Context: an optimization exercise on an open-source flow, tuned for small area. The choices shown serve that exercise and are no tape-out recipe. Only simulation tests tie the RTL to the original design; equivalence was not proved. No activity file was given, so power comes from the tool's default toggle rates.

==> design/flow/design.v <==
`timescale 1ns / 1ps
module debouncer(btn, clk, rst, btn_state);
    input btn;
    input clk;
    input rst;
    output btn_state;
    reg btn_state_reg;
    reg [15:0] count;
    always @ (posedge clk)
    begin
        if(rst) begin
            count <= 0;
            btn_state_reg <= 0;
        end
        else if(btn == 0) begin
            count <= 0;
            btn_state_reg <= 0;
        end
        else begin
            count <= count + 1'b1;
            if(count == 16'hffff) begin  
                btn_state_reg <= 1;
                count <= 0;
            end
        end
    end
    assign btn_state = btn_state_reg;
endmodule
`timescale 1ns / 1ps
module clocks(clk, rst, clk_2hz, clk_1hz, clk_fast, clk_blink, tick_2hz, tick_1hz, tick_fast);
input wire clk;
input wire rst;
output wire clk_2hz;
output wire clk_1hz; 
output wire clk_fast;
output wire clk_blink;
output wire tick_2hz;
output wire tick_1hz;
output wire tick_fast;
reg clk_2hz_reg;
reg clk_1hz_reg; 
reg clk_fast_reg;
reg clk_blink_reg;
reg [31:0] clk_2hz_counter;
reg [31:0] clk_1hz_counter; 
reg [31:0] clk_fast_counter;
reg [31:0] clk_blink_counter;
localparam TWO_HZ_MAX = 2500;
localparam ONE_HZ_MAX = 5000;
localparam FAST_MAX = 5;
localparam BLINK_MAX = 1250;
always @(posedge clk) begin
    if(rst == 1'b1) begin
        clk_2hz_counter <= 32'b0; 
        clk_2hz_reg <= 1'b0;
    end
    else if (clk_2hz_counter == TWO_HZ_MAX - 1) begin
        clk_2hz_counter <= 32'b0; 
        clk_2hz_reg <= ~clk_2hz;
    end
    else begin
        clk_2hz_counter <= clk_2hz_counter + 32'b1; 
        clk_2hz_reg <= clk_2hz;
    end
end
always @(posedge clk) begin
    if(rst == 1'b1) begin
        clk_1hz_counter <= 32'b0; 
        clk_1hz_reg <= 1'b0;
    end
    else if (clk_1hz_counter == ONE_HZ_MAX - 1) begin
        clk_1hz_counter <= 32'b0; 
        clk_1hz_reg <= ~clk_1hz;
    end
    else begin
        clk_1hz_counter <= clk_1hz_counter + 32'b1; 
        clk_1hz_reg <= clk_1hz;
    end
end
always @(posedge clk) begin
    if(rst == 1'b1) begin
        clk_fast_counter <= 32'b0; 
        clk_fast_reg <= 1'b0;
    end
    else if (clk_fast_counter == FAST_MAX - 1) begin
        clk_fast_counter <= 32'b0; 
        clk_fast_reg <= ~clk_fast;
    end
    else begin
        clk_fast_counter <= clk_fast_counter + 32'b1; 
        clk_fast_reg <= clk_fast;
    end
end
always @(posedge clk) begin
    if(rst == 1'b1) begin
        clk_blink_counter <= 32'b0; 
        clk_blink_reg <= 1'b0;
    end
    else if (clk_blink_counter == BLINK_MAX - 1) begin
        clk_blink_counter <= 32'b0; 
        clk_blink_reg <= ~clk_blink;
    end
    else begin
        clk_blink_counter <= clk_blink_counter + 32'b1; 
        clk_blink_reg <= clk_blink;
    end
end
assign clk_2hz = clk_2hz_reg;
assign clk_1hz = clk_1hz_reg;
assign clk_fast = clk_fast_reg;
assign clk_blink = clk_blink_reg;
assign tick_2hz = (clk_2hz_counter == TWO_HZ_MAX - 1) && ~clk_2hz_reg;
assign tick_1hz = (clk_1hz_counter == ONE_HZ_MAX - 1) && ~clk_1hz_reg;
assign tick_fast = (clk_fast_counter == FAST_MAX - 1) && ~clk_fast_reg;
endmodule
`timescale 1ns / 1ps
module counter(sys_rst, rst, ps, adj, select, clk, tick, tick_adj, sec1, sec0, min1, min0);
input wire sys_rst;
input wire rst;
input wire ps;
input wire [1:0] adj;
input wire select;
input wire clk; 
input wire tick;
input wire tick_adj;
output wire [3:0] sec1;
output wire [3:0] sec0;
output wire [3:0] min1;
output wire [3:0] min0;
reg tick_reg;
wire step;
always@(*) begin
    if(adj == 0) begin
        tick_reg = tick;
    end
    else begin
        tick_reg = tick_adj;
    end
end
assign step = tick_reg;
reg pause;
reg ps_prev;
always @(posedge clk) begin
    if(sys_rst) begin
        pause <= 1'b0;
        ps_prev <= 1'b0;
    end
    else begin 
        ps_prev <= ps;
        if(ps && ~ps_prev) begin
            pause <= ~pause;
        end
    end 
end
reg [3:0] counter_sec1;
reg [3:0] counter_sec0;
reg [3:0] counter_min1;
reg [3:0] counter_min0;
always @(posedge clk) begin
    if(rst == 1'b1) begin
        counter_sec1 <= 4'b0000;
        counter_sec0 <= 4'b0000;
        counter_min1 <= 4'b0000;
        counter_min0 <= 4'b0000;
    end
    else if(~step) begin
    end
    else if(adj == 0 && ~pause) begin
        if (counter_sec1 == 9 && counter_sec0 == 5) begin
            counter_sec1 <= 4'b0;
            counter_sec0 <= 4'b0;
            if(counter_min1 == 9 && counter_min0 == 5) begin
                counter_min1 <= 4'b0;
                counter_min0 <= 4'b0;
            end 
            else if (counter_min1 == 9) begin
                counter_min1 <= 4'b0;
                counter_min0 <= counter_min0 + 4'b1;
            end 
            else begin
                counter_min1 <= counter_min1 + 4'b1;
            end
        end 
        else if (counter_sec1 == 9) begin
            counter_sec1 <= 4'b0;
            counter_sec0 <= counter_sec0 + 4'b1;
        end
        else begin
            counter_sec1 <= counter_sec1 + 4'b1;
        end 
    end
    else if(adj == 1 && ~pause && select) begin
         if (counter_sec1 == 9 && counter_sec0 == 5) begin
            counter_sec1 <= 4'b0;
            counter_sec0 <= 4'b0;
         end
         else if (counter_sec1 == 9) begin
            counter_sec1 <= 4'b0;
            counter_sec0 <= counter_sec0 + 4'b1;
         end
         else begin
             counter_sec1 <= counter_sec1 + 4'b1;
         end 
    end
    else if(adj == 1 && ~pause && ~select) begin
      if (counter_min1 == 9 && counter_min0 == 5) begin
        counter_min1 <= 4'b0;
        counter_min0 <= 4'b0;
      end
      else if (counter_min1 == 9) begin
        counter_min1 <= 4'b0;
        counter_min0 <= counter_min0 + 4'b1;
      end
      else begin
        counter_min1 <= counter_min1 + 4'b1;
      end 
    end
end
assign sec1 = counter_sec1;
assign sec0 = counter_sec0;
assign min1 = counter_min1;
assign min0 = counter_min0;
endmodule
`timescale 1ns / 1ps
module digit_to_segment(digit, segment);
input wire [3:0] digit; 
output reg [6:0] segment; 
always @ (*) begin
    case(digit)
        4'b0000: begin
            segment <= 7'b0000001;  
        end
        4'b0001: begin
            segment <= 7'b1001111;  
        end
        4'b0010: begin
            segment <= 7'b0010010;  
        end
        4'b0011: begin
            segment <= 7'b0000110;  
        end
        4'b0100: begin
            segment <= 7'b1001100;  
        end
        4'b0101: begin
            segment <= 7'b0100100;  
        end
        4'b0110: begin
            segment <= 7'b0100000;  
        end
        4'b0111: begin
            segment <= 7'b0001111;  
        end
        4'b1000: begin
            segment <= 7'b0000000;  
        end
        4'b1001: begin
            segment <= 7'b0000100;  
        end
        default: begin 
            segment <= 7'b1111111; 
        end
    endcase
end
endmodule
`timescale 1ns / 1ps
module stopwatch(clk, rst, btnR, btnC, sw, seg, an);
    input wire clk;  
    input wire rst;  
    input wire btnR;  
    input wire btnC;  
    input wire [1:0] sw;  
    output reg[6:0] seg;
    output reg[3:0] an; 
    wire [3:0] sec1;
    wire [3:0] sec0;
    wire [3:0] min1;
    wire [3:0] min0;
    wire [6:0] sec1_seg;
    wire [6:0] sec0_seg;
    wire [6:0] min1_seg;
    wire [6:0] min0_seg;
    wire clk_2hz;
    wire clk_1hz;
    wire clk_fast;
    wire clk_blink;
    wire btnR_st;
    wire btnC_st;
    wire tick_2hz;
    wire tick_1hz;
    wire tick_fast;
    debouncer reset(.btn(btnR), .clk(clk), .rst(rst), .btn_state(btnR_st));
    debouncer pause(.btn(btnC), .clk(clk), .rst(rst), .btn_state(btnC_st));
    wire clr = rst | btnR_st;
    clocks clk_wires(.clk(clk), .rst(clr), .clk_2hz(clk_2hz), .clk_1hz(clk_1hz), .clk_fast(clk_fast), .clk_blink(clk_blink),
                     .tick_2hz(tick_2hz), .tick_1hz(tick_1hz), .tick_fast(tick_fast));
    counter decide_digits(.sys_rst(rst), .rst(clr), .ps(btnC_st), .adj({1'b0, sw[1]}), .select(sw[0]), .clk(clk), .tick(tick_1hz), .tick_adj(tick_2hz), .sec1(sec1), .sec0(sec0), .min1(min1), .min0(min0));
    digit_to_segment display_sec1(.digit(sec1), .segment(sec1_seg));
    digit_to_segment display_sec0(.digit(sec0), .segment(sec0_seg));
    digit_to_segment display_min1(.digit(min1), .segment(min1_seg));
    digit_to_segment display_min0(.digit(min0), .segment(min0_seg));
    reg[1:0] dig_counter;
    always @(posedge clk) begin
        if (rst) begin
            seg <= 7'b1111111;
            an <= 4'b1111;
            dig_counter <= 2'b00;
        end
        else if (~tick_fast) begin
        end
        else if (sw[1] == 1'b0) begin  
            case(dig_counter)
                2'b00: begin
                    seg <= sec1_seg;
                    an <= 4'b1110;
                end
                2'b01: begin
                    seg <= sec0_seg;
                    an <= 4'b1101;
                end
                2'b10: begin
                    seg <= min1_seg;
                    an <= 4'b1011;
                end
                2'b11: begin
                    seg <= min0_seg;
                    an <= 4'b0111;
                end
                default: begin 
                    seg <= 7'b1111111;  
                    an <= 4'b1111;
                end
            endcase
            if(dig_counter == 2'b11) begin
                dig_counter <= 2'b00;
            end
            else begin
                dig_counter <= dig_counter + 2'b01;
            end
        end
        if (!rst && tick_fast && sw[1] == 1'b1) begin  
            if (sw[0] == 1'b0) begin  
                if (dig_counter == 2'b00) begin
                    an <= 4'b0111;
                    if (clk_blink) begin
                        seg <= min0_seg;
                    end
                    else begin
                        seg <= 7'b1111111;  
                    end 
                    dig_counter <= dig_counter + 2'b01;
                end 
                else if (dig_counter == 2'b01) begin
                    an <= 4'b1011;
                    if (clk_blink) begin
                        seg <= min1_seg;
                    end
                    else begin
                        seg <= 7'b1111111;  
                    end 
                    dig_counter <= dig_counter + 2'b01;
                end
                else if (dig_counter == 2'b10) begin
                    an <= 4'b1101;
                    seg <= sec0_seg;
                    dig_counter <= dig_counter + 2'b01;
               end
               else if (dig_counter == 2'b11) begin
                    an <= 4'b1110;
                    seg <= sec1_seg;
                    dig_counter <= dig_counter + 2'b01;
               end
            end 
            if(sw[0] == 1'b1) begin  
                if (dig_counter == 2'b00) begin
                    an <= 4'b0111;
                    seg <= min0_seg;  
                    dig_counter <= dig_counter + 2'b01;
                end 
                else if (dig_counter == 2'b01) begin
                    an <= 4'b1011;
                    seg <= min1_seg;
                    dig_counter <= dig_counter + 2'b01;
                end
                else if (dig_counter == 2'b10) begin
                    an <= 4'b1101;
                    if (clk_blink) begin
                        seg <= sec0_seg;
                    end
                    else begin
                        seg <= 7'b1111111;  
                    end 
                    dig_counter <= dig_counter + 2'b01;
               end
               else if (dig_counter == 2'b11) begin
                    an <= 4'b1110;
                    if (clk_blink) begin
                        seg <= sec1_seg;
                    end
                    else begin
                        seg <= 7'b1111111;  
                    end 
                    dig_counter <= dig_counter + 2'b01;
               end                
            end 
        end
    end
endmodule
==> design/flow/run.sh <==
#!/bin/bash
# synth_recipe.tcl (not shown) runs the flow's synth.tcl, then flattens the netlist and writes it again
# the make line also repeats each setting of config.mk as NAME=value (left out here)
make -C /OpenROAD-flow-scripts/flow DESIGN_CONFIG=/design/flow/config.mk WORK_HOME=/design/flow/orfs CLKGATE_MAP_FILE= SYNTH_SCRIPT=/design/flow/synth_recipe.tcl finish
==> design/flow/config.mk <==
export PLATFORM = sky130hd
export DESIGN_NAME = stopwatch
export DESIGN_NICKNAME = stopwatch
export VERILOG_FILES = /design/flow/design.v
export SDC_FILE = /design/flow/constraint.sdc
export NUM_CORES = 4
export LEC_CHECK = 0
export CAP_MARGIN = 20
export CORE_MARGIN = 2
export CORE_UTILIZATION = 40
export SLEW_MARGIN = 20
==> design/flow/constraint.sdc <==
create_clock -name core_clock -period 10.0 [get_ports {clk}]
set_input_delay 2.0000 -clock core_clock [delete_from_list [all_inputs] [get_ports {clk}]]
set_output_delay 2.0000 -clock core_clock [all_outputs]
set_load 0.01 [all_outputs]
==> impl_metrics.yaml <==
run_status:
  status: "complete, no violations"
global_route:
  grt_max_degree: 35
  grt_first_pass_wirelength_um: 43600
  gr-total-overflow: 0
  track_usage_pct: 16.8
  grt_antenna_before_repair: 0
  grt_pass1_vias: 8843
critical_path:
  critPathArrivalTime_ns: 5.27
  reg2reg_depth: 10
  end_kind: "flip-flop"
  crit_type: "input pin to flip-flop"
  path_cells: "clkdlybuf4s50_1 > inv_1 > nor4_2 > o21ai_0 > a21oi_1 > inv_1 > ha_1 > inv_1 > mux2i_1 > a21oi_1"
  crit_buf_inv: 4
  crit_family: "buffers and inverters"
  path_max_fanout: 20
  cpMaxStageDelayCell: "clkdlybuf4s50_1"
  worstSetupStartpointType: "input pin"
  cp_num_cells: 10
  cp_common_cell: "inv_1"
  critical_path.max_stage_delay_ns: 0.95
  required_ns: 10.39
clocking:
  cts_htree_levels: 1
  cts_buffers: 26
  cts.path.max_buffers: 3
  postCtsHoldBufs: 0
  path_clk_slew_ns: 0.05
  cts_tree: "built"
  cts_setup_buffers: 0
  cts_root_buf: "clkbuf_16"
  clk_latency_ns: 0.54
  cts_resized: 0
  cts_sinks: 225
detailed_routing:
  drt_wl_total_um: 25800
  dr_total_vias: 9531
  drc: 0
  drt_iter0_drc: 674
  viasPerCell: 5.34
  ant_nets: 0
  drtPass1Iterations: 5
  routedWlPerCell_um: 14.5
sta:
  finalCritPeriodShare_pct: 48.8
  layout_setup_ws_ns: 5.12
  fmax_mhz: 205
  fin_tns_setup_ns: 0
  hold_viol_final: 0
  drv_slew: 0
  setup_viol_count_final: 0
  finalCriticalPeriod_ns: 4.88
  rsz0062_at_grt: "no"
  clock_skew_ns: 0.0139
  slew_headroom_pct: 35.1
  worst_pin_slew_ns: 0.964
synth:
  synth-main-ff-cell: "dfxtp_1"
  synth_seq_cells: 225
  syn-num-nets: 1434
  netlist_area_sq_mm: 0.0117
  netlist_instances: 1382
  synth.distinct_cells: 73
  synth_edf_count: 0
  synth_top_area_share_pct: 38.5
  synth_async_sr_flop_share_pct: 0
  ys_warn_count: 5
  synth_area_leaders: "dfxtp_1, nor2_1, xor2_1, ha_1, xnor2_1"
  avgSynthCellArea_sq_um: 8.46
  synth.largest_area_cell: "dfxtp_1"
  seq_area_frac_synth_pct: 38.5
layout:
  multiInputGateArea_sq_mm: 0.00683
  area_growth_pct: 11.7
  num-fill-cells: 2758
  drive_gt1_share_pct: 6.93
  num_antenna_cells: 0
  seq_area_sq_mm: 0.00450
  nets: 1436
die:
  initial_core_util_pct: 40.6
  placementRows: 62
  ios: 17
  fp.coreArea_sq_mm: 0.0288
  chipHeight_um: 175
  die_x_um: 175
  dieArea_sq_mm: 0.0306
placement:
  gp_congestion: 0.898
  port_buffers: 16
  preCtsSetupSlack_ns: 4.57
  dp_hpwl_um: 18000
worst_hold_path:
  hp-class: "flip-flop to flip-flop"
  min_path_cells: 1
power:
  power_density_mw_per_mm2: 147
  power_leakage_nw: 4.81
  ir_worst_vdd_mv: 0.123
run:
  cap_violations: 0
## cell type report
type / count / share of cell area [%]
Tap cell: 384 / 3.68
Inverter: 50 / 1.46
Clock inverter: 7 / 0.575
Clock buffer: 37 / 5.83
Sequential cell: 225 / 34.5
Timing Repair Buffer: 24 / 1.69
Multi-Input combinational cell: 1057 / 52.3
## synth_stat cells (19+ instances only)
cell type	number
nand3_1	82
and4_1	21
nor4_1	26
nor2_1	236
xnor2_1	50
clkbuf_1	47
nand2_1	85
o21ai_0	46
dfxtp_1	225
inv_1	48
nor3_1	19
xor2_1	95
a21oi_1	49
and3_1	36
nand4_1	32
ha_1	46
## cell families (layout without fill, tap and decap cells)
family	Yosys count	count (layout)	synth area share, %
buffers and inverters	100	118	3.24
XOR/XNOR	145	145	10.9
multiplexers	27	27	2.54
flip-flops	225	225	38.5
AO/OA/AOI/OAI	204	204	11.6
AND/OR/NAND/NOR	635	635	28.3
adder cells (fa/ha/maj)	46	46	4.92
## where the power goes
group,total (W),switching (W),internal [W],leakage [nW]
Combinational,0.0000819,0.0000523,0.0000296,2.58
Sequential,0.000913,0.00000867,0.000905,1.82
Clock,0.000928,0.000375,0.000553,0.417
## worst paths after layout
check | startpoint | to | slack, ns
setup / recovery | sw[0] | sec1_seg[3] | 5.12
hold / removal | reset.count[0] | reset.count[0] | 0.46
setup reg to reg | clk_wires.clk_1hz_counter[0] | min0_seg[0] | 6.60
hold reg to reg | reset.count[0] | reset.count[0] | 0.46
## layout by cell type (no fill, tap or decap), drive strengths merged, types with 6 or more instances in the layout
cell and n:
o2111ai 6, o21ai 53, xor2 95, nand4 34
clkbuf 37, and4 21, nor4 36, mux2 9
ha 46, nor3 22, nor2b 10, nand2 86
mux2i 18, clkdlybuf4s50 16, buf 8, nor4b 9
a222oi 7, a211oi 7, o22ai 9, inv 51
a221oi 7, or3 16, nand3 82, and3 36
xnor2 50, nand2b 18, nor2 236, a31oi 11
a211o 7, dfxtp 225, and2 11, o311ai 7
a21oi 52
## routing by layer
metal | track usage (%) | share of wire [%] | vias to the layer above | wire (um)
met4 | 4.69 | 2.4 | 0 | 629
met2 | 26.8 | 44 | 177 | 11400
met5 | 0 | 0 | - | 0
met3 | 2.70 | 4.3 | 47 | 1110
met1 | 23.6 | 49 | 4435 | 12600
li1 | - | - | 4872 | -
## through the flow
step | instances | utilization, % | power (W) | area [sq um] | hold WS (ns)
6_report | 1784 | 45.4 | 0.00192 | 13100 | 0.461
5_1_grt | 1784 | 45.4 | 0.00200 | 13100 | 0.472
4_1_cts | 1784 | 45.4 | 0.00195 | 13100 | 0.464
3_5_place_dp | 1740 | 42.5 | 0.00101 | 12200 | 0.451
3_3_place_gp | 1740 | 42.5 | 0.00101 | 12200 | 0.441
2_1_floorplan | 1382 | - | 0.000989 | 11700 | 0.426

==> what the ideal ports hide <==
The results above use ideal ports. As a check the final layout listed here was re-extracted and re-timed, cells and wires unchanged.
Step 1 assumes that a clkbuf_16 drives the clock port and a buf_2 every other input.
Step 2 times the ports against the registers' clock, not the clock port: input delays grow and output delays shrink by t, the midpoint of the rising clock arrivals with the driver on.
a / b / c = ideal / step 1 / step 2; a / b = the first two.
shift t [ns]: 0.577
setup slack, ns: 5.125 / 5.114 / 4.538
slew at the worst register clock pin (ns): 0.06 / 0.06
pins driven straight from the clock port: 1
After both steps this run still meets setup and hold. The setup slack of this run moves by -0.011 ns with the drivers and by -0.587 ns with both steps.
